Background: an optimization exercise with open tools, aiming at small area. Do not read the settings as production practice.
Only simulation tests tie the RTL to the original design; equivalence was not proved.
The clock cells of this run come from the design's own scripts or RTL, not from TritonCTS.
The clock input has no modelled driver; a real chip could not lean on it and would need a root buffer or a full tree.
No activity file was given, so power comes from the tool's default toggle rates.

==> design/flow/design.v <==
module super_mario_music (
    input wire clk_1MHz,  
    input wire rst,
    output reg piezo      
);
    reg [6:0]  a;         
    reg [4:0]  p;         
    reg [4:0]  cnt;       
    reg [13:0] b;         
    reg [13:0] t0;        
    reg [15:0] tc;        
    wire [8:0] u_o;
    smm_u u_rom (.i(a), .o(u_o));
    wire [3:0] tcode = u_o[3:0];
    wire [3:0] dv    = u_o[7:4];
    wire       last  = u_o[8];
    wire [6:0] nstart;
    smm_p p_rom (.i(p), .o(nstart));
    wire [5:0] t_o;
    smm_t t_rom (.i({piezo, tcode, cnt}), .o(t_o));
    wire [6:0] dl;
    smm_d d_rom (.i(t0[12:5]), .o(dl));
    function [13:0] add14_4(input [13:0] x, input [3:0] y);
        integer i; reg c;
        begin
            c = 1'b0;
            for (i = 0; i < 14; i = i + 1) begin
                add14_4[i] = x[i] ^ (i < 4 ? y[i] : 1'b0) ^ c;
                c = (x[i] & (i < 4 ? y[i] : 1'b0)) | (c & (x[i] ^ (i < 4 ? y[i] : 1'b0)));
            end
        end
    endfunction
    function gt14(input [13:0] x, input [13:0] y);  
        integer i; reg g;
        begin
            g = 1'b0;
            for (i = 0; i < 14; i = i + 1)
                g = (x[i] & ~y[i]) | (~(x[i] ^ y[i]) & g);
            gt14 = g;
        end
    endfunction
    function [13:0] sub14_7(input [13:0] x, input [6:0] y);
        integer i; reg bw; reg yi;
        begin
            bw = 1'b0;
            for (i = 0; i < 14; i = i + 1) begin
                yi = (i < 7) ? y[i] : 1'b0;
                sub14_7[i] = x[i] ^ yi ^ bw;
                bw = (~x[i] & yi) | (bw & ~(x[i] ^ yi));
            end
        end
    endfunction
    function [6:0] inc7(input [6:0] x);
        integer i; reg c;
        begin
            c = 1'b1;
            for (i = 0; i < 7; i = i + 1) begin
                inc7[i] = x[i] ^ c;
                c = c & x[i];
            end
        end
    endfunction
    function [4:0] inc5(input [4:0] x);
        integer i; reg c;
        begin
            c = 1'b1;
            for (i = 0; i < 5; i = i + 1) begin
                inc5[i] = x[i] ^ c;
                c = c & x[i];
            end
        end
    endfunction
    wire [13:0] bn   = add14_4(b, dv);
    wire        nend = gt14(bn, t0);                    
    wire        tend = (tc == 16'd6656);               
    wire        inc  = tend & (t0 != 14'd6000);
    wire        fb   = tc[15] ^ tc[13] ^ tc[12] ^ tc[10] ^ tend;
    always @(posedge clk_1MHz or posedge rst) begin
        if (rst) begin
            a <= 7'd0; p <= 5'd0; cnt <= 5'd0; piezo <= 1'b0;
            b <= 14'd0; t0 <= 14'd12000; tc <= 16'd13312;
        end else begin
            cnt   <= t_o[4:0];
            piezo <= t_o[5];
            b     <= nend ? 14'd0 : bn;
            if (nend) begin
                if (last) begin
                    a <= nstart;
                    p <= (p == 5'd25) ? 5'd0 : inc5(p);
                end else begin
                    a <= inc7(a);
                end
            end
            t0 <= sub14_7(t0, inc ? dl : 7'd0);
            tc <= {tc[14:0], fb};
        end
    end
endmodule
module smm_u (
    input  wire [6:0] i,
    output wire [8:0] o
);
  wire new_n17, new_n18, new_n19, new_n20, new_n21, new_n22, new_n23,
  new_n24, new_n25, new_n26, new_n27, new_n28, new_n29, new_n30, new_n31,
  new_n32, new_n33, new_n34, new_n35, new_n36, new_n37, new_n38, new_n39,
  new_n40, new_n41, new_n42, new_n43, new_n44, new_n45, new_n46, new_n47,
  new_n48, new_n49, new_n50, new_n51, new_n52, new_n53, new_n54, new_n55,
  new_n56, new_n57, new_n58, new_n59, new_n60, new_n61, new_n62, new_n63,
  new_n65, new_n66, new_n67, new_n68, new_n69, new_n70, new_n71, new_n72,
  new_n73, new_n74, new_n75, new_n76, new_n77, new_n78, new_n79, new_n80,
  new_n81, new_n82, new_n83, new_n84, new_n85, new_n86, new_n87, new_n88,
  new_n89, new_n90, new_n91, new_n92, new_n93, new_n94, new_n95, new_n96,
  new_n97, new_n98, new_n99, new_n100, new_n101, new_n102, new_n103,
  new_n104, new_n105, new_n106, new_n107, new_n108, new_n109, new_n110,
  new_n111, new_n112, new_n113, new_n114, new_n115, new_n116, new_n117,
  new_n118, new_n119, new_n120, new_n121, new_n122, new_n123, new_n124,
  new_n125, new_n126, new_n127, new_n129, new_n130, new_n131, new_n132,
  new_n133, new_n134, new_n135, new_n136, new_n137, new_n138, new_n139,
  new_n140, new_n141, new_n142, new_n143, new_n144, new_n145, new_n146,
  new_n148, new_n149, new_n150, new_n151, new_n152, new_n153, new_n154,
  new_n155, new_n156, new_n157, new_n158, new_n159, new_n160, new_n161,
  new_n162, new_n163, new_n164, new_n165, new_n166, new_n167, new_n168,
  new_n169, new_n170, new_n171, new_n173, new_n174, new_n175, new_n176,
  new_n177, new_n178, new_n179, new_n180, new_n181, new_n182, new_n183,
  new_n184, new_n185, new_n186, new_n187, new_n188, new_n189, new_n190,
  new_n191, new_n192, new_n193, new_n194, new_n195, new_n196, new_n197,
  new_n198, new_n199, new_n200, new_n202, new_n203, new_n206, new_n207,
  new_n208, new_n209, new_n210, new_n211, new_n212, new_n213, new_n214,
  new_n215, new_n217, new_n218, new_n219, new_n220, new_n221;
  assign new_n17 = ~i[0] & i[1];
  assign new_n18 = i[5] & new_n17;
  assign new_n19 = i[0] & i[3];
  assign new_n20 = ~i[0] & ~i[2];
  assign new_n21 = ~new_n19 & ~new_n20;
  assign new_n22 = i[4] & ~new_n21;
  assign new_n23 = i[3] & ~new_n22;
  assign new_n24 = ~i[0] & i[5];
  assign new_n25 = ~i[3] & i[4];
  assign new_n26 = i[1] & ~new_n25;
  assign new_n27 = i[2] & ~new_n26;
  assign new_n28 = ~new_n24 & ~new_n27;
  assign new_n29 = ~new_n23 & new_n28;
  assign new_n30 = i[3] & ~i[4];
  assign new_n31 = i[0] & i[1];
  assign new_n32 = new_n30 & ~new_n31;
  assign new_n33 = i[6] & ~new_n32;
  assign new_n34 = ~new_n29 & new_n33;
  assign new_n35 = ~i[4] & ~i[6];
  assign new_n36 = ~i[1] & ~i[3];
  assign new_n37 = ~i[2] & new_n36;
  assign new_n38 = ~i[2] & i[5];
  assign new_n39 = ~i[1] & ~new_n38;
  assign new_n40 = ~new_n20 & ~new_n39;
  assign new_n41 = ~new_n37 & ~new_n40;
  assign new_n42 = new_n35 & ~new_n41;
  assign new_n43 = i[1] & i[3];
  assign new_n44 = new_n42 & ~new_n43;
  assign new_n45 = i[6] & new_n38;
  assign new_n46 = new_n31 & new_n45;
  assign new_n47 = i[0] & i[2];
  assign new_n48 = ~new_n20 & ~new_n47;
  assign new_n49 = ~i[0] & ~i[6];
  assign new_n50 = ~i[4] & ~i[5];
  assign new_n51 = i[1] & new_n50;
  assign new_n52 = ~new_n49 & new_n51;
  assign new_n53 = ~new_n48 & new_n52;
  assign new_n54 = ~new_n46 & ~new_n53;
  assign new_n55 = ~new_n36 & new_n48;
  assign new_n56 = i[4] & i[5];
  assign new_n57 = ~i[2] & i[3];
  assign new_n58 = new_n56 & ~new_n57;
  assign new_n59 = i[4] & ~i[6];
  assign new_n60 = ~new_n58 & new_n59;
  assign new_n61 = ~new_n55 & new_n60;
  assign new_n62 = new_n54 & ~new_n61;
  assign new_n63 = ~new_n44 & new_n62;
  assign o[1] = new_n34 | ~new_n63;
  assign new_n65 = ~i[2] & i[4];
  assign new_n66 = o[1] & ~new_n65;
  assign new_n67 = i[5] & new_n31;
  assign new_n68 = ~i[5] & ~i[6];
  assign new_n69 = i[0] & ~i[1];
  assign new_n70 = new_n68 & new_n69;
  assign new_n71 = ~new_n67 & ~new_n70;
  assign new_n72 = ~o[1] & new_n71;
  assign new_n73 = ~i[3] & ~new_n72;
  assign new_n74 = ~new_n66 & new_n73;
  assign new_n75 = ~new_n18 & ~new_n74;
  assign new_n76 = ~new_n17 & ~new_n69;
  assign new_n77 = ~new_n68 & ~new_n76;
  assign new_n78 = new_n31 & new_n68;
  assign new_n79 = ~new_n77 & ~new_n78;
  assign new_n80 = i[3] & ~new_n79;
  assign new_n81 = ~i[3] & new_n67;
  assign new_n82 = i[1] & i[4];
  assign new_n83 = new_n49 & new_n82;
  assign new_n84 = ~new_n81 & ~new_n83;
  assign new_n85 = ~new_n80 & new_n84;
  assign new_n86 = ~new_n75 & new_n85;
  assign new_n87 = i[1] & i[5];
  assign new_n88 = i[0] & ~new_n87;
  assign new_n89 = ~new_n25 & ~new_n88;
  assign new_n90 = ~i[1] & ~i[2];
  assign new_n91 = ~new_n87 & ~new_n90;
  assign new_n92 = new_n32 & new_n91;
  assign new_n93 = i[6] & ~new_n92;
  assign new_n94 = ~i[5] & ~new_n69;
  assign new_n95 = new_n25 & new_n94;
  assign new_n96 = ~new_n93 & ~new_n95;
  assign new_n97 = ~new_n89 & ~new_n96;
  assign new_n98 = ~new_n86 & ~new_n97;
  assign new_n99 = i[2] & ~new_n98;
  assign new_n100 = ~i[2] & ~new_n85;
  assign new_n101 = ~new_n99 & ~new_n100;
  assign new_n102 = ~new_n19 & ~new_n24;
  assign new_n103 = ~new_n47 & new_n102;
  assign new_n104 = new_n42 & new_n103;
  assign new_n105 = ~i[0] & new_n56;
  assign new_n106 = ~new_n104 & ~new_n105;
  assign new_n107 = new_n101 & new_n106;
  assign new_n108 = ~new_n24 & ~new_n82;
  assign new_n109 = i[3] & ~new_n108;
  assign new_n110 = ~i[2] & ~i[3];
  assign new_n111 = new_n50 & new_n110;
  assign new_n112 = ~new_n36 & ~new_n111;
  assign new_n113 = ~i[0] & ~new_n112;
  assign new_n114 = ~new_n109 & ~new_n113;
  assign new_n115 = new_n58 & new_n114;
  assign new_n116 = ~new_n50 & ~new_n115;
  assign new_n117 = ~i[1] & ~i[5];
  assign new_n118 = new_n19 & ~new_n117;
  assign new_n119 = i[2] & i[3];
  assign new_n120 = ~new_n18 & ~new_n119;
  assign new_n121 = i[2] & new_n30;
  assign new_n122 = ~new_n120 & ~new_n121;
  assign new_n123 = ~new_n118 & ~new_n122;
  assign new_n124 = ~i[6] & ~new_n123;
  assign new_n125 = ~new_n116 & new_n124;
  assign new_n126 = i[6] & ~new_n114;
  assign new_n127 = ~new_n125 & ~new_n126;
  assign o[0] = ~new_n107 | ~new_n127;
  assign new_n129 = new_n82 & new_n101;
  assign new_n130 = new_n124 & ~new_n129;
  assign new_n131 = i[2] & ~new_n25;
  assign new_n132 = ~i[1] & ~new_n131;
  assign new_n133 = i[5] & new_n110;
  assign new_n134 = ~new_n132 & ~new_n133;
  assign new_n135 = i[6] & ~new_n134;
  assign new_n136 = i[0] & ~new_n50;
  assign new_n137 = ~new_n58 & ~new_n136;
  assign new_n138 = ~new_n135 & new_n137;
  assign new_n139 = i[2] & i[6];
  assign new_n140 = ~new_n69 & new_n139;
  assign new_n141 = new_n136 & ~new_n140;
  assign new_n142 = ~i[0] & new_n50;
  assign new_n143 = new_n114 & new_n142;
  assign new_n144 = ~new_n141 & ~new_n143;
  assign new_n145 = ~new_n138 & new_n144;
  assign new_n146 = ~new_n74 & ~new_n145;
  assign o[2] = new_n130 | ~new_n146;
  assign new_n148 = new_n31 & new_n110;
  assign new_n149 = ~new_n35 & ~new_n148;
  assign new_n150 = i[2] & new_n19;
  assign new_n151 = ~i[4] & ~new_n150;
  assign new_n152 = ~new_n149 & new_n151;
  assign new_n153 = i[0] & ~i[2];
  assign new_n154 = new_n117 & new_n153;
  assign new_n155 = i[2] & ~i[5];
  assign new_n156 = ~new_n154 & ~new_n155;
  assign new_n157 = new_n152 & ~new_n156;
  assign new_n158 = ~i[6] & ~new_n65;
  assign new_n159 = new_n87 & ~new_n158;
  assign new_n160 = ~new_n61 & new_n159;
  assign new_n161 = ~new_n157 & ~new_n160;
  assign new_n162 = i[3] & ~new_n161;
  assign new_n163 = new_n25 & new_n153;
  assign new_n164 = ~new_n96 & new_n163;
  assign new_n165 = i[5] & new_n47;
  assign new_n166 = new_n152 & new_n165;
  assign new_n167 = ~new_n38 & ~new_n121;
  assign new_n168 = i[6] & new_n69;
  assign new_n169 = ~new_n167 & new_n168;
  assign new_n170 = ~new_n166 & ~new_n169;
  assign new_n171 = ~new_n164 & new_n170;
  assign o[3] = new_n162 | ~new_n171;
  assign new_n173 = i[1] & ~i[5];
  assign new_n174 = ~new_n36 & ~new_n173;
  assign new_n175 = ~new_n139 & ~new_n174;
  assign new_n176 = ~i[0] & ~new_n175;
  assign new_n177 = ~new_n78 & ~new_n176;
  assign new_n178 = i[4] & ~new_n177;
  assign new_n179 = ~i[4] & new_n153;
  assign new_n180 = new_n82 & new_n155;
  assign new_n181 = ~new_n25 & ~new_n180;
  assign new_n182 = ~new_n179 & new_n181;
  assign new_n183 = new_n93 & new_n182;
  assign new_n184 = ~new_n154 & ~new_n183;
  assign new_n185 = ~new_n178 & new_n184;
  assign new_n186 = new_n85 & ~new_n117;
  assign new_n187 = new_n185 & ~new_n186;
  assign new_n188 = new_n149 & ~new_n187;
  assign new_n189 = new_n20 & new_n114;
  assign new_n190 = new_n54 & new_n152;
  assign new_n191 = ~new_n189 & new_n190;
  assign new_n192 = ~new_n188 & ~new_n191;
  assign new_n193 = i[2] & new_n174;
  assign new_n194 = ~new_n22 & ~new_n165;
  assign new_n195 = ~new_n193 & new_n194;
  assign new_n196 = new_n93 & ~new_n195;
  assign new_n197 = ~new_n17 & new_n155;
  assign new_n198 = new_n30 & new_n91;
  assign new_n199 = ~new_n197 & new_n198;
  assign new_n200 = ~new_n196 & ~new_n199;
  assign o[6] = new_n192 | ~new_n200;
  assign new_n202 = ~new_n36 & o[6];
  assign new_n203 = new_n158 & ~new_n202;
  assign o[7] = ~new_n185 | new_n203;
  assign o[4] = new_n111 & ~o[7];
  assign new_n206 = new_n69 & ~new_n139;
  assign new_n207 = ~new_n140 & ~new_n206;
  assign new_n208 = ~i[3] & ~new_n207;
  assign new_n209 = ~o[7] & new_n208;
  assign new_n210 = ~new_n71 & ~new_n123;
  assign new_n211 = ~new_n203 & new_n210;
  assign new_n212 = new_n37 & new_n56;
  assign new_n213 = new_n42 & new_n199;
  assign new_n214 = ~new_n212 & ~new_n213;
  assign new_n215 = ~new_n211 & new_n214;
  assign o[5] = new_n209 | ~new_n215;
  assign new_n217 = new_n17 & new_n30;
  assign new_n218 = new_n107 & new_n217;
  assign new_n219 = ~new_n211 & ~new_n218;
  assign new_n220 = ~new_n42 & ~new_n219;
  assign new_n221 = ~o[4] & ~new_n209;
  assign o[8] = new_n220 | ~new_n221;
endmodule
module smm_p (
    input  wire [4:0] i,
    output wire [6:0] o
);
  wire new_n13, new_n14, new_n15, new_n16, new_n17, new_n18, new_n19,
  new_n20, new_n21, new_n22, new_n23, new_n24, new_n25, new_n26, new_n27,
  new_n28, new_n29, new_n30, new_n32, new_n33, new_n34, new_n35, new_n36,
  new_n37, new_n38, new_n39, new_n40, new_n41, new_n43, new_n44, new_n45,
  new_n46, new_n48, new_n49, new_n50, new_n51, new_n54, new_n56;
  assign new_n13 = ~i[2] & i[4];
  assign new_n14 = ~i[3] & ~new_n13;
  assign new_n15 = i[0] & ~new_n14;
  assign new_n16 = ~i[0] & i[2];
  assign new_n17 = ~i[3] & new_n16;
  assign new_n18 = ~new_n15 & ~new_n17;
  assign new_n19 = ~i[0] & i[4];
  assign new_n20 = ~i[3] & ~new_n19;
  assign new_n21 = ~new_n18 & new_n20;
  assign new_n22 = i[0] & i[2];
  assign new_n23 = ~i[4] & new_n22;
  assign new_n24 = ~new_n13 & ~new_n23;
  assign new_n25 = i[1] & ~i[4];
  assign new_n26 = ~i[1] & i[4];
  assign new_n27 = ~new_n25 & ~new_n26;
  assign new_n28 = ~new_n24 & new_n27;
  assign new_n29 = i[3] & new_n19;
  assign new_n30 = ~new_n28 & ~new_n29;
  assign o[5] = new_n21 | ~new_n30;
  assign new_n32 = i[2] & ~o[5];
  assign new_n33 = ~i[1] & ~i[2];
  assign new_n34 = ~i[3] & ~new_n33;
  assign new_n35 = ~new_n32 & new_n34;
  assign new_n36 = ~i[3] & new_n23;
  assign new_n37 = new_n19 & ~new_n33;
  assign new_n38 = ~new_n36 & ~new_n37;
  assign new_n39 = ~new_n13 & ~new_n25;
  assign new_n40 = i[0] & i[3];
  assign new_n41 = ~new_n39 & new_n40;
  assign o[1] = new_n38 & ~new_n41;
  assign new_n43 = ~i[1] & i[3];
  assign new_n44 = ~new_n24 & new_n43;
  assign new_n45 = ~new_n21 & ~new_n44;
  assign new_n46 = o[1] & new_n45;
  assign o[0] = ~new_n35 & new_n46;
  assign new_n48 = ~new_n27 & ~new_n38;
  assign new_n49 = ~new_n18 & ~new_n48;
  assign new_n50 = ~i[3] & i[4];
  assign new_n51 = new_n33 & ~new_n50;
  assign o[2] = ~new_n49 & ~new_n51;
  assign o[3] = new_n45 & ~new_n48;
  assign new_n54 = i[1] & ~new_n18;
  assign o[4] = new_n35 | new_n54;
  assign new_n56 = ~new_n19 & new_n51;
  assign o[6] = ~new_n35 & ~new_n56;
endmodule
module smm_t (
    input  wire [9:0] i,
    output wire [5:0] o
);
  wire new_n17, new_n18, new_n19, new_n20, new_n21, new_n22, new_n23,
  new_n24, new_n25, new_n26, new_n27, new_n28, new_n29, new_n30, new_n31,
  new_n32, new_n33, new_n34, new_n35, new_n36, new_n37, new_n38, new_n39,
  new_n40, new_n41, new_n42, new_n43, new_n44, new_n45, new_n46, new_n47,
  new_n48, new_n49, new_n50, new_n51, new_n52, new_n53, new_n54, new_n55,
  new_n56, new_n57, new_n58, new_n59, new_n60, new_n61, new_n62, new_n63,
  new_n64, new_n65, new_n66, new_n67, new_n68, new_n69, new_n71, new_n72,
  new_n73, new_n74, new_n75, new_n76, new_n77, new_n78, new_n79, new_n80,
  new_n81, new_n82, new_n83, new_n84, new_n85, new_n86, new_n87, new_n89,
  new_n90, new_n91, new_n92, new_n93, new_n94, new_n95, new_n96, new_n97,
  new_n98, new_n99, new_n100, new_n102, new_n103, new_n104, new_n105,
  new_n106, new_n108, new_n109, new_n110, new_n111, new_n113, new_n114,
  new_n115, new_n116, new_n117;
  assign new_n17 = ~i[7] & ~i[8];
  assign new_n18 = ~i[5] & ~i[6];
  assign new_n19 = new_n17 & new_n18;
  assign new_n20 = i[0] & new_n19;
  assign new_n21 = ~i[0] & ~i[1];
  assign new_n22 = i[5] & new_n21;
  assign new_n23 = new_n17 & ~new_n22;
  assign new_n24 = ~i[3] & ~i[4];
  assign new_n25 = i[3] & i[8];
  assign new_n26 = i[3] & i[7];
  assign new_n27 = new_n22 & new_n26;
  assign new_n28 = ~new_n25 & ~new_n27;
  assign new_n29 = ~i[2] & ~new_n28;
  assign new_n30 = ~new_n24 & ~new_n29;
  assign new_n31 = ~new_n23 & ~new_n30;
  assign new_n32 = i[0] & i[1];
  assign new_n33 = i[2] & i[5];
  assign new_n34 = ~i[4] & ~new_n33;
  assign new_n35 = new_n32 & ~new_n34;
  assign new_n36 = i[4] & i[5];
  assign new_n37 = i[8] & ~new_n36;
  assign new_n38 = ~new_n35 & new_n37;
  assign new_n39 = ~i[0] & new_n25;
  assign new_n40 = ~i[2] & new_n24;
  assign new_n41 = ~new_n39 & ~new_n40;
  assign new_n42 = ~new_n38 & new_n41;
  assign new_n43 = i[5] & ~new_n42;
  assign new_n44 = ~new_n31 & ~new_n43;
  assign new_n45 = i[6] & ~new_n38;
  assign new_n46 = ~i[7] & ~new_n45;
  assign new_n47 = i[1] & ~i[5];
  assign new_n48 = ~new_n32 & ~new_n47;
  assign new_n49 = ~i[7] & ~new_n48;
  assign new_n50 = new_n24 & ~new_n49;
  assign new_n51 = ~i[2] & ~i[4];
  assign new_n52 = i[7] & new_n48;
  assign new_n53 = i[3] & ~new_n52;
  assign new_n54 = new_n51 & ~new_n53;
  assign new_n55 = ~new_n50 & ~new_n54;
  assign new_n56 = ~new_n46 & new_n55;
  assign new_n57 = ~i[2] & new_n26;
  assign new_n58 = ~i[1] & new_n57;
  assign new_n59 = i[8] & ~new_n32;
  assign new_n60 = ~new_n25 & ~new_n59;
  assign new_n61 = ~new_n58 & new_n60;
  assign new_n62 = new_n56 & new_n61;
  assign new_n63 = i[6] & ~new_n62;
  assign new_n64 = new_n44 & ~new_n63;
  assign new_n65 = i[2] & ~i[6];
  assign new_n66 = i[8] & ~new_n65;
  assign new_n67 = i[4] & ~new_n66;
  assign new_n68 = ~i[0] & ~new_n67;
  assign new_n69 = ~new_n64 & new_n68;
  assign o[0] = new_n20 | new_n69;
  assign new_n71 = ~new_n22 & new_n26;
  assign new_n72 = ~i[4] & ~new_n44;
  assign new_n73 = i[8] & ~new_n72;
  assign new_n74 = ~new_n71 & ~new_n73;
  assign new_n75 = ~i[6] & ~new_n74;
  assign new_n76 = ~new_n64 & ~new_n75;
  assign new_n77 = ~new_n33 & ~new_n51;
  assign new_n78 = i[8] & ~new_n77;
  assign new_n79 = ~i[1] & ~new_n78;
  assign new_n80 = ~new_n76 & new_n79;
  assign new_n81 = i[6] & ~new_n47;
  assign new_n82 = ~new_n32 & new_n57;
  assign new_n83 = new_n81 & new_n82;
  assign new_n84 = i[1] & ~new_n19;
  assign new_n85 = ~new_n83 & new_n84;
  assign new_n86 = ~new_n69 & new_n85;
  assign new_n87 = ~new_n21 & ~new_n86;
  assign o[1] = ~new_n80 & new_n87;
  assign new_n89 = new_n32 & new_n51;
  assign new_n90 = ~new_n64 & new_n89;
  assign new_n91 = ~new_n18 & new_n59;
  assign new_n92 = ~new_n19 & ~new_n91;
  assign new_n93 = i[2] & ~new_n92;
  assign new_n94 = ~i[7] & ~new_n18;
  assign new_n95 = ~new_n21 & new_n94;
  assign new_n96 = ~new_n81 & new_n95;
  assign new_n97 = i[2] & ~i[3];
  assign new_n98 = ~new_n32 & new_n97;
  assign new_n99 = ~new_n96 & new_n98;
  assign new_n100 = ~new_n93 & ~new_n99;
  assign o[2] = new_n90 | ~new_n100;
  assign new_n102 = i[3] & ~new_n92;
  assign new_n103 = ~new_n17 & new_n32;
  assign new_n104 = new_n97 & new_n103;
  assign new_n105 = ~new_n83 & ~new_n104;
  assign new_n106 = ~new_n29 & new_n105;
  assign o[3] = new_n102 | ~new_n106;
  assign new_n108 = i[6] & new_n25;
  assign new_n109 = ~o[3] & new_n108;
  assign new_n110 = i[4] & ~new_n92;
  assign new_n111 = ~new_n75 & new_n110;
  assign o[4] = new_n109 | new_n111;
  assign new_n113 = i[9] & ~new_n64;
  assign new_n114 = i[5] & new_n64;
  assign new_n115 = ~new_n56 & ~new_n114;
  assign new_n116 = ~new_n75 & new_n115;
  assign new_n117 = ~i[9] & ~new_n116;
  assign o[5] = new_n113 | new_n117;
endmodule
module smm_d (
    input  wire [7:0] i,
    output wire [6:0] o
);
  wire new_n16, new_n17, new_n18, new_n19, new_n20, new_n21, new_n22,
  new_n23, new_n24, new_n25, new_n26, new_n27, new_n28, new_n29, new_n30,
  new_n31, new_n32, new_n33, new_n34, new_n35, new_n36, new_n37, new_n38,
  new_n39, new_n40, new_n41, new_n42, new_n43, new_n44, new_n45, new_n46,
  new_n47, new_n48, new_n49, new_n50, new_n51, new_n52, new_n53, new_n54,
  new_n55, new_n56, new_n57, new_n58, new_n59, new_n60, new_n61, new_n62,
  new_n63, new_n64, new_n65, new_n66, new_n67, new_n68, new_n69, new_n70,
  new_n71, new_n72, new_n73, new_n75, new_n76, new_n77, new_n78, new_n79,
  new_n80, new_n81, new_n82, new_n83, new_n84, new_n85, new_n86, new_n87,
  new_n88, new_n89, new_n90, new_n91, new_n92, new_n93, new_n94, new_n95,
  new_n96, new_n97, new_n98, new_n100, new_n101, new_n102, new_n103,
  new_n104, new_n105, new_n106, new_n107, new_n108, new_n109, new_n110,
  new_n111, new_n112, new_n113, new_n114, new_n115, new_n116, new_n117,
  new_n118, new_n119, new_n120, new_n121, new_n122, new_n123, new_n124,
  new_n126, new_n127, new_n128, new_n129, new_n130, new_n131, new_n132,
  new_n133, new_n134, new_n135, new_n136, new_n138, new_n139, new_n140,
  new_n141, new_n142, new_n143, new_n144, new_n145, new_n147, new_n148,
  new_n149;
  assign new_n16 = ~i[0] & ~i[2];
  assign new_n17 = ~i[6] & new_n16;
  assign new_n18 = ~i[2] & ~i[4];
  assign new_n19 = i[7] & new_n18;
  assign new_n20 = ~new_n17 & ~new_n19;
  assign new_n21 = i[3] & ~new_n20;
  assign new_n22 = ~i[0] & ~new_n21;
  assign new_n23 = ~i[5] & ~new_n22;
  assign new_n24 = ~i[1] & ~i[2];
  assign new_n25 = ~i[0] & ~i[3];
  assign new_n26 = new_n24 & new_n25;
  assign new_n27 = i[6] & new_n26;
  assign new_n28 = ~i[6] & i[7];
  assign new_n29 = i[5] & ~new_n28;
  assign new_n30 = i[2] & i[6];
  assign new_n31 = ~new_n29 & ~new_n30;
  assign new_n32 = i[4] & ~new_n31;
  assign new_n33 = ~new_n27 & ~new_n32;
  assign new_n34 = ~new_n23 & new_n33;
  assign new_n35 = ~i[6] & new_n25;
  assign new_n36 = i[3] & ~i[5];
  assign new_n37 = i[7] & new_n36;
  assign new_n38 = ~new_n35 & ~new_n37;
  assign new_n39 = i[4] & ~new_n38;
  assign new_n40 = ~i[2] & new_n39;
  assign new_n41 = i[1] & i[7];
  assign new_n42 = new_n18 & new_n41;
  assign new_n43 = i[2] & ~i[3];
  assign new_n44 = i[5] & i[6];
  assign new_n45 = i[0] & ~new_n44;
  assign new_n46 = ~new_n43 & new_n45;
  assign new_n47 = ~new_n42 & new_n46;
  assign new_n48 = ~new_n40 & new_n47;
  assign new_n49 = ~new_n34 & ~new_n48;
  assign new_n50 = ~i[1] & i[7];
  assign new_n51 = ~i[3] & ~new_n50;
  assign new_n52 = ~i[4] & ~i[5];
  assign new_n53 = ~i[6] & new_n24;
  assign new_n54 = i[0] & ~i[1];
  assign new_n55 = ~i[4] & new_n54;
  assign new_n56 = i[3] & ~new_n55;
  assign new_n57 = ~new_n53 & new_n56;
  assign new_n58 = ~new_n52 & ~new_n57;
  assign new_n59 = ~i[0] & ~i[1];
  assign new_n60 = ~new_n41 & ~new_n59;
  assign new_n61 = ~i[0] & ~i[4];
  assign new_n62 = new_n60 & new_n61;
  assign new_n63 = i[1] & new_n18;
  assign new_n64 = i[5] & new_n41;
  assign new_n65 = ~new_n17 & ~new_n64;
  assign new_n66 = ~new_n63 & new_n65;
  assign new_n67 = ~new_n62 & new_n66;
  assign new_n68 = ~new_n58 & new_n67;
  assign new_n69 = ~new_n51 & ~new_n68;
  assign new_n70 = ~i[2] & i[5];
  assign new_n71 = ~i[6] & ~new_n70;
  assign new_n72 = new_n29 & new_n71;
  assign new_n73 = ~new_n69 & ~new_n72;
  assign o[0] = new_n49 | ~new_n73;
  assign new_n75 = ~i[0] & new_n50;
  assign new_n76 = i[2] & ~new_n75;
  assign new_n77 = ~new_n27 & ~new_n76;
  assign new_n78 = i[6] & ~i[7];
  assign new_n79 = ~i[4] & ~new_n78;
  assign new_n80 = i[1] & ~new_n79;
  assign new_n81 = i[0] & i[7];
  assign new_n82 = ~new_n52 & ~new_n81;
  assign new_n83 = ~new_n80 & new_n82;
  assign new_n84 = i[7] & new_n52;
  assign new_n85 = ~new_n25 & new_n84;
  assign new_n86 = ~new_n83 & ~new_n85;
  assign new_n87 = ~new_n77 & new_n86;
  assign new_n88 = ~new_n30 & ~new_n41;
  assign new_n89 = ~i[3] & ~new_n88;
  assign new_n90 = new_n36 & new_n60;
  assign new_n91 = ~new_n89 & ~new_n90;
  assign new_n92 = i[4] & ~new_n91;
  assign new_n93 = i[4] & i[7];
  assign new_n94 = i[5] & new_n24;
  assign new_n95 = ~new_n93 & new_n94;
  assign new_n96 = ~new_n28 & ~new_n95;
  assign new_n97 = ~new_n21 & new_n96;
  assign new_n98 = ~new_n92 & new_n97;
  assign o[1] = new_n87 | ~new_n98;
  assign new_n100 = ~i[3] & ~i[5];
  assign new_n101 = ~new_n93 & new_n100;
  assign new_n102 = ~new_n37 & ~new_n101;
  assign new_n103 = ~new_n27 & ~new_n102;
  assign new_n104 = i[3] & ~new_n50;
  assign new_n105 = ~i[2] & i[6];
  assign new_n106 = new_n104 & ~new_n105;
  assign new_n107 = ~i[4] & new_n30;
  assign new_n108 = ~i[3] & ~new_n53;
  assign new_n109 = ~new_n107 & new_n108;
  assign new_n110 = ~new_n106 & ~new_n109;
  assign new_n111 = i[4] & new_n78;
  assign new_n112 = ~new_n42 & ~new_n100;
  assign new_n113 = ~new_n111 & new_n112;
  assign new_n114 = ~new_n110 & new_n113;
  assign new_n115 = ~new_n103 & ~new_n114;
  assign new_n116 = i[2] & i[3];
  assign new_n117 = i[6] & ~new_n52;
  assign new_n118 = new_n116 & ~new_n117;
  assign new_n119 = ~i[6] & new_n52;
  assign new_n120 = i[4] & i[5];
  assign new_n121 = i[3] & new_n120;
  assign new_n122 = ~new_n119 & ~new_n121;
  assign new_n123 = i[0] & ~new_n122;
  assign new_n124 = ~new_n118 & ~new_n123;
  assign o[2] = new_n115 | ~new_n124;
  assign new_n126 = ~new_n54 & new_n116;
  assign new_n127 = new_n44 & ~new_n126;
  assign new_n128 = i[7] & new_n26;
  assign new_n129 = ~new_n71 & ~new_n128;
  assign new_n130 = ~new_n127 & new_n129;
  assign new_n131 = ~i[4] & ~new_n130;
  assign new_n132 = ~i[7] & new_n18;
  assign new_n133 = ~new_n25 & new_n132;
  assign new_n134 = ~new_n28 & ~new_n62;
  assign new_n135 = ~new_n133 & new_n134;
  assign new_n136 = ~new_n39 & new_n135;
  assign o[3] = new_n131 | ~new_n136;
  assign new_n138 = i[7] & ~new_n26;
  assign new_n139 = new_n52 & ~new_n138;
  assign new_n140 = i[1] & ~i[5];
  assign new_n141 = new_n30 & ~new_n140;
  assign new_n142 = new_n104 & new_n141;
  assign new_n143 = ~i[7] & new_n25;
  assign new_n144 = new_n120 & ~new_n143;
  assign new_n145 = ~new_n142 & ~new_n144;
  assign o[4] = new_n139 | ~new_n145;
  assign new_n147 = i[4] & ~new_n43;
  assign new_n148 = new_n138 & ~new_n147;
  assign new_n149 = ~new_n117 & ~new_n119;
  assign o[5] = new_n148 | ~new_n149;
  assign o[6] = ~i[7] & ~new_n119;
endmodule
==> design/flow/flow/run.sh <==
#!/bin/bash
# Standard ORFS layout with two extra steps:
#  * before floorplanning, every combinational cell is swapped to its smallest
#    drive strength (the clock period is long, so synthesis's upsizing buys nothing);
#  * after CTS, the clock tree is replaced by one clock buffer driving every register.
# Each tool's full output goes to standard.log in this folder.
set -uo pipefail
export PRE_FLOORPLAN_TCL=$PWD/flow/downsize.tcl
export POST_CTS_TCL=$PWD/flow/cts_single.tcl
export FLOW_CLOCK_PORT=clk_1MHz
export FLOW_CLOCK_BUF=sky130_fd_sc_hd__clkbuf_16
export FLOW_CLOCK_GROUPS=2
export CTS_ARGS="-buf_list sky130_fd_sc_hd__clkbuf_8 -dont_use_dummy_load -repair_clock_nets"
bash standard.sh > standard.log 2>&1
==> design/flow/flow/cts_single.tcl <==
# Replace the clock tree that CTS built with one clock buffer that drives every
# register clock pin directly (all registers see the same clock arrival).
set db [ord::get_db]
set block [ord::get_db_block]
set clk_bterm [$block findBTerm $::env(FLOW_CLOCK_PORT)]
set root_net [$clk_bterm getNet]
set ::cs_sinks {}
set ::cs_old_insts {}
set ::cs_old_nets {}
proc collect_sinks {net} {

  foreach it [$net getITerms] {
    if {![$it isInputSignal] && [$it getIoType] ne "INPUT"} { continue }
    set inst [$it getInst]
    set mname [[$inst getMaster] getName]
    if {[string match "sky130_fd_sc_hd__clkbuf_*" $mname] || [string match "sky130_fd_sc_hd__clkinv*" $mname] || [string match "sky130_fd_sc_hd__bufinv*" $mname]} {
      lappend ::cs_old_insts $inst
      foreach ot [$inst getITerms] {
        if {[$ot isOutputSignal]} {
          set on [$ot getNet]
          if {$on ne "NULL" && $on ne ""} { lappend ::cs_old_nets $on; collect_sinks $on }
        }
      }
    } else {
      lappend ::cs_sinks $it
    }
  }
}
collect_sinks $root_net
puts "cts_single: [llength $::cs_sinks] sinks, removing [llength $::cs_old_insts] clock cells"
set master [$db findMaster $::env(FLOW_CLOCK_BUF)]
set ngroups $::env(FLOW_CLOCK_GROUPS)
# sink positions
set pts {}
foreach it $::cs_sinks {
  set bb [[$it getInst] getBBox]
  lappend pts [list [expr {([$bb xMin] + [$bb xMax]) / 2.0}] [expr {([$bb yMin] + [$bb yMax]) / 2.0}]]
  $it disconnect
}
foreach inst $::cs_old_insts { odb::dbInst_destroy $inst }
foreach n $::cs_old_nets { if {[llength [$n getITerms]] == 0} { odb::dbNet_destroy $n } }
# k-means on sink positions, seeded by sorting on x then y
set n [llength $pts]
set order [lsort -real -index 0 $pts]
set cents {}
for {set g 0} {$g < $ngroups} {incr g} {
  lappend cents [lindex $order [expr {int(($g + 0.5) * $n / $ngroups)}]]
}
for {set iter 0} {$iter < 50} {incr iter} {
  set asg {}
  foreach p $pts {
    set bd 1e18; set bg 0
    for {set g 0} {$g < $ngroups} {incr g} {
      set c [lindex $cents $g]
      set d [expr {abs([lindex $p 0] - [lindex $c 0]) + abs([lindex $p 1] - [lindex $c 1])}]
      if {$d < $bd} { set bd $d; set bg $g }
    }
    lappend asg $bg
  }
  set newc {}
  for {set g 0} {$g < $ngroups} {incr g} {
    set sx 0.0; set sy 0.0; set k 0
    foreach p $pts a $asg { if {$a == $g} { set sx [expr {$sx + [lindex $p 0]}]; set sy [expr {$sy + [lindex $p 1]}]; incr k } }
    if {$k > 0} { lappend newc [list [expr {$sx / $k}] [expr {$sy / $k}]] } else { lappend newc [lindex $cents $g] }
  }
  set cents $newc
}
for {set g 0} {$g < $ngroups} {incr g} {
  set buf [odb::dbInst_create $block $master "clkbuf_root_$g"]
  set net [odb::dbNet_create $block "clknet_root_$g"]
  $net setSigType CLOCK
  foreach it [$buf getITerms] {
    set mt [$it getMTerm]
    if {[$mt getName] eq "A"} { $it connect $root_net }
    if {[$mt getName] eq "X"} { $it connect $net }
  }
  set k 0
  foreach it $::cs_sinks a $asg { if {$a == $g} { $it connect $net; incr k } }
  set c [lindex $cents $g]
  $buf setLocation [expr {int([lindex $c 0])}] [expr {int([lindex $c 1])}]
  $buf setPlacementStatus PLACED
  puts "cts_single: buffer $g drives $k registers"
}
detailed_placement
check_placement -verbose
estimate_parasitics -placement
report_clock_skew
==> design/flow/flow/downsize.tcl <==
# Swap each combinational cell to the smallest-area variant of the same function
# (same base name, different drive strength). Registers keep their cell type.
set db [ord::get_db]
set block [ord::get_db_block]
set dont_use {}
if {[info exists ::env(DONT_USE_CELLS)]} { set dont_use $::env(DONT_USE_CELLS) }
array set best {}
foreach lib [$db getLibs] {
  foreach m [$lib getMasters] {
    set n [$m getName]
    if {![regexp {^(sky130_fd_sc_hd__[a-z0-9]+)_([0-9]+)$} $n -> base drv]} { continue }
    set skip 0
    foreach pat $dont_use { if {[string match $pat $n]} { set skip 1 } }
    if {$skip} { continue }
    set a [expr {[$m getWidth] * [$m getHeight]}]
    if {![info exists best($base)] || $a < [lindex $best($base) 1]} { set best($base) [list $m $a] }
  }
}
set nswap 0
foreach inst [$block getInsts] {
  set m [$inst getMaster]
  set n [$m getName]
  if {![regexp {^(sky130_fd_sc_hd__[a-z0-9]+)_([0-9]+)$} $n -> base drv]} { continue }
  if {[regexp {^sky130_fd_sc_hd__(df|sdf|edf|dl|tap|fill|decap|conb|lpflow)} $n]} { continue }
  if {![info exists best($base)]} { continue }
  set bm [lindex $best($base) 0]
  set ba [lindex $best($base) 1]
  set a [expr {[$m getWidth] * [$m getHeight]}]
  if {$ba < $a} {
    $inst swapMaster $bm
    incr nswap
  }
}
puts "downsize: swapped $nswap instances"
==> design/flow/standard.sh <==
#!/bin/bash
# synth_recipe.tcl (not shown) runs the flow's synth.tcl, then flattens the netlist and writes it again
# the make line also repeats each setting of config.mk as NAME=value (left out here)
make -C /OpenROAD-flow-scripts/flow DESIGN_CONFIG=/design/flow/config.mk WORK_HOME=/design/flow/orfs CLKGATE_MAP_FILE= SYNTH_SCRIPT=/design/flow/synth_recipe.tcl "${@:-finish}"
==> design/flow/config.mk <==
export PLATFORM = sky130hd
export DESIGN_NAME = super_mario_music
export DESIGN_NICKNAME = super_mario_music
export VERILOG_FILES = /design/flow/design.v
export SDC_FILE = /design/flow/constraint.sdc
export NUM_CORES = 4
export LEC_CHECK = 0
export ABC_AREA = 1
export CAP_MARGIN = 20
export CORE_MARGIN = 2
export CORE_UTILIZATION = 70
export CTS_BUF_LIST = sky130_fd_sc_hd__clkbuf_8
export CTS_CLUSTER_DIAMETER = 500
export CTS_CLUSTER_SIZE = 100
export SLEW_MARGIN = 20
export SYNTH_MEMORY_MAX_BITS = 65536
==> design/flow/constraint.sdc <==
create_clock -name core_clock -period 125.0 [get_ports {clk_1MHz}]
set_input_delay 25.0000 -clock core_clock [delete_from_list [all_inputs] [get_ports {clk_1MHz}]]
set_output_delay 25.0000 -clock core_clock [all_outputs]
set_load 0.01 [all_outputs]
==> results.txt <==
- At the worst endpoint, the required time is 100.00 ns.
- The number of input and output port buffers inserted is 2.
- The first global-routing pass estimated 20500 um of wire.
- After detailed routing, the total wire length is 11800 um.
- Of the total power, registers draw 0.706.
- Of the total power, combinational logic draws 0.015.
- The via density per instance is 6.16.
- The number of antenna diodes in the final layout is 0.
- The final worst clock skew is 0.00825 ns.
- STA puts the critical path data arrival time at 1.10 ns.
- The core box area is 6720 um^2.
- Counting I/O delays and the setup requirement, the final critical path takes 26.10 ns.
- In this design, the largest share of critical-path delay is due to buffers and inverters.
- After detailed routing, the number of remaining DRC violations is 0.
- The total non-filler cell area in the finished layout is 4930 um^2.
- Setup repair after global routing left no endpoint under its margin.
- Excluding fillers, the count of instances in the completed layout stands at 751.
- The number of violations of the max-capacitance limit is 0.
- The number of antenna violations at the first check in global routing came to 0.
- Routability-driven placement finished with a final weighted congestion of 1.03.
- The peak supply drop is 0.00926 mV.
- Among all stages on the critical path, the largest delay is contributed by sky130_fd_sc_hd__clkdlybuf4s50_1.
- The final period utilization is 0.209.
- At the pin with the least slew margin, the transition time is 0.949 ns.
- The yosys synthesis warning count is 1.
- Of the total power, the share spent switching nets is 0.187.
- For this run, the detailed router's first-pass iteration total came to 7.
- From bottom edge to top edge, the die measures 87.0 um.
- In this design, the stage delay of the slowest critical-path cell is 0.54 ns.
- The cell leakage power is 2.69 nW.
- The switching power summed over all nets is 5.32 uW.
- The count of antenna-violating nets left after detailed routing is 0.
- The number of instances in the synthesized netlist is 682.
- The internal power summed over all cells is 23.1 uW.
- In this run the worst hold path is classified as flop to flop.
- The number of hold violations in the final report is 0.
- The total power consumption of the routed design is 28.4 uW.
- For this design, the sink count on the clock tree is 62.
- The library cell used most frequently in the layout, excluding fill and tap cells, is sky130_fd_sc_hd__nand2_1.
- The flow ran to the end and the layout has no timing, DRC or antenna violations.
- The wire-length estimate of the detail-placed layout is 8970 um.
- Entering global routing, the biggest net connects 63 pins.
- After clock tree synthesis, the clock-pin slew on the worst setup and hold paths is 0.12 ns.
- The die covers 7560 um^2.
- In the final design database the tool counted 731 nets.
- The total power per unit cell area is 5.76 nW/um^2.
- The initialized floorplan defines 30 standard-cell rows.
- The number of global-route vias before repair is 4559.
- The global-route usage over all layers is 0.335.
- Including well taps, the total number of placed cells is 749.
- The largest driver fanout on the critical path is 3.
- For this configuration, the core starts out at a cell density of 0.717.
- The share of total power dissipated in the clock network is 0.279.
- The total congestion overflow after global routing is 0.
- Derived from the worst setup path, the maximum achievable clock frequency is 38.3 MHz.
- The endpoint kind of the worst setup timing path is an output port.
- Measured along the x axis, the die boundary spans 87.0 um.
- The total count of max-transition violations in the final report is 0.
- The later pin in the worst-skew pair is clocked with a latency of 0.17 ns.
- Summing all placed instances gives a cell area of 4880 um^2.
- The routed length per placed instance is 15.8 um.
- Together, buffers and inverters on the worst path number 1.
- Of the cells placed in the final design, the portion with a size suffix greater than 1 is 0.0313.
- Setup violations remaining at the end of the flow were counted as 0.
- The critical path is of the flop to output port type.
- STA classifies the critical path startpoint as a flop.
- For this design the top-level I/O count stands at 3.
- The number of nets in the synthesized netlist is 740.
- The routed layout has 4628 vias.
- Walking the worst path, the cells encountered are clkdlybuf4s50_1.
- For the final routed database, the setup TNS stands at 0 ns.
- The worst pin sits at a relative slew slack of 0.366.
- The top cell types in the final layout, fill and taps aside, are sky130_fd_sc_hd__nand2_1 (170), sky130_fd_sc_hd__inv_1 (116), sky130_fd_sc_hd__nor2_1 (70).
- The violation count after the first detailed-routing iteration is 408.
==> flip-flops by register name, summed over array words and instances (netlist names) <==
name and flops:
tc 16, b 14, t0 14, a 7, cnt 5, p 5
piezo 1
==> stage by stage <==
| stage | hold slack (ns) | setup slack (ns) | util |
|---|---|---|---|
| final | 0.392 | 98.90 | 0.734 |
| after global routing | 0.394 | 98.87 | 0.734 |
| after detailed placement | 0.364 | 98.90 | 0.727 |
| after global placement | 0.359 | 98.90 | 0.727 |
| after floorplan | 0.354 | 98.48 | - |
==> layout make-up <==
cell class / count / area [um^2]
multi-input combinational: 480 / 2730
fill: 530 / 1780
sequential: 62 / 1560
inverter: 124 / 465
tap: 80 / 100
buffer: 2 / 50.0
timing repair buffer: 3 / 27.5
==> routing by layer <==
metal | GRT usage | wire length (um) | vias up | share of wire
met5 | 0 | 0 | - | 0
met1 | 0.454 | 4980 | 2155 | 0.42
li1 | - | - | 2189 | -
met4 | 0.0824 | 233 | 0 | 0.020
met3 | 0.0474 | 1010 | 34 | 0.085
met2 | 0.568 | 5610 | 250 | 0.47
==> path summary, 6_finish.rpt <==
check	from	to	slack [ns]	cells after the start
worst max register to register	a[4]$_DFFE_PP0P_	p[1]$_DFFE_PP0P_	117.39	34
min in group asynchronous	rst	cnt[3]$_DFF_PP0_	25.34	3
max in group asynchronous	rst	t0[8]$_DFF_PP0_	99.14	3
worst max-delay path	piezo$_DFF_PP0_	piezo	98.90	1
worst min register to register	tc[14]$_DFF_PP0_	tc[15]$_DFF_PP0_	0.39	0
worst min-delay path	tc[14]$_DFF_PP0_	tc[15]$_DFF_PP0_	0.39	0
==> power groups by stage <==
stage	combinational, mW	sequential [mW]	clock, mW
floorplan	0.000292	0.0204	0
global placement	0.000453	0.0204	0
global route	0.000515	0.0201	0.00878
finish	0.000430	0.0201	0.00793
detailed placement	0.000456	0.0204	0

==> afterwards: timing with drivers on the ports <==
The results above use ideal ports. As a check the final layout listed here was re-extracted and re-timed, cells and wires unchanged. Step 1 assumes that a clkbuf_16 drives the clock port and a buf_2 every other input. Step 2 adds t to the input delays and takes it off the output delays; t is the mean of the earliest and latest rising clock arrival at the registers after step 1. Input paths then give back, and output paths get back, about the clock's delay inside the block. a / b / c = no drivers / after step 1 / after step 2; a / b = the first two.
shift t [ns]: 0.226
setup slack, ns: 98.903 / 98.848 / 98.950
worst setup path after step 2: input, reset recovery
worst data-port slew with drivers (ns): 0.03
After both steps this run still meets setup and hold. The setup slack of this run moves by -0.055 ns with the drivers and by +0.047 ns with both steps. Setup slack includes reset recovery checks.
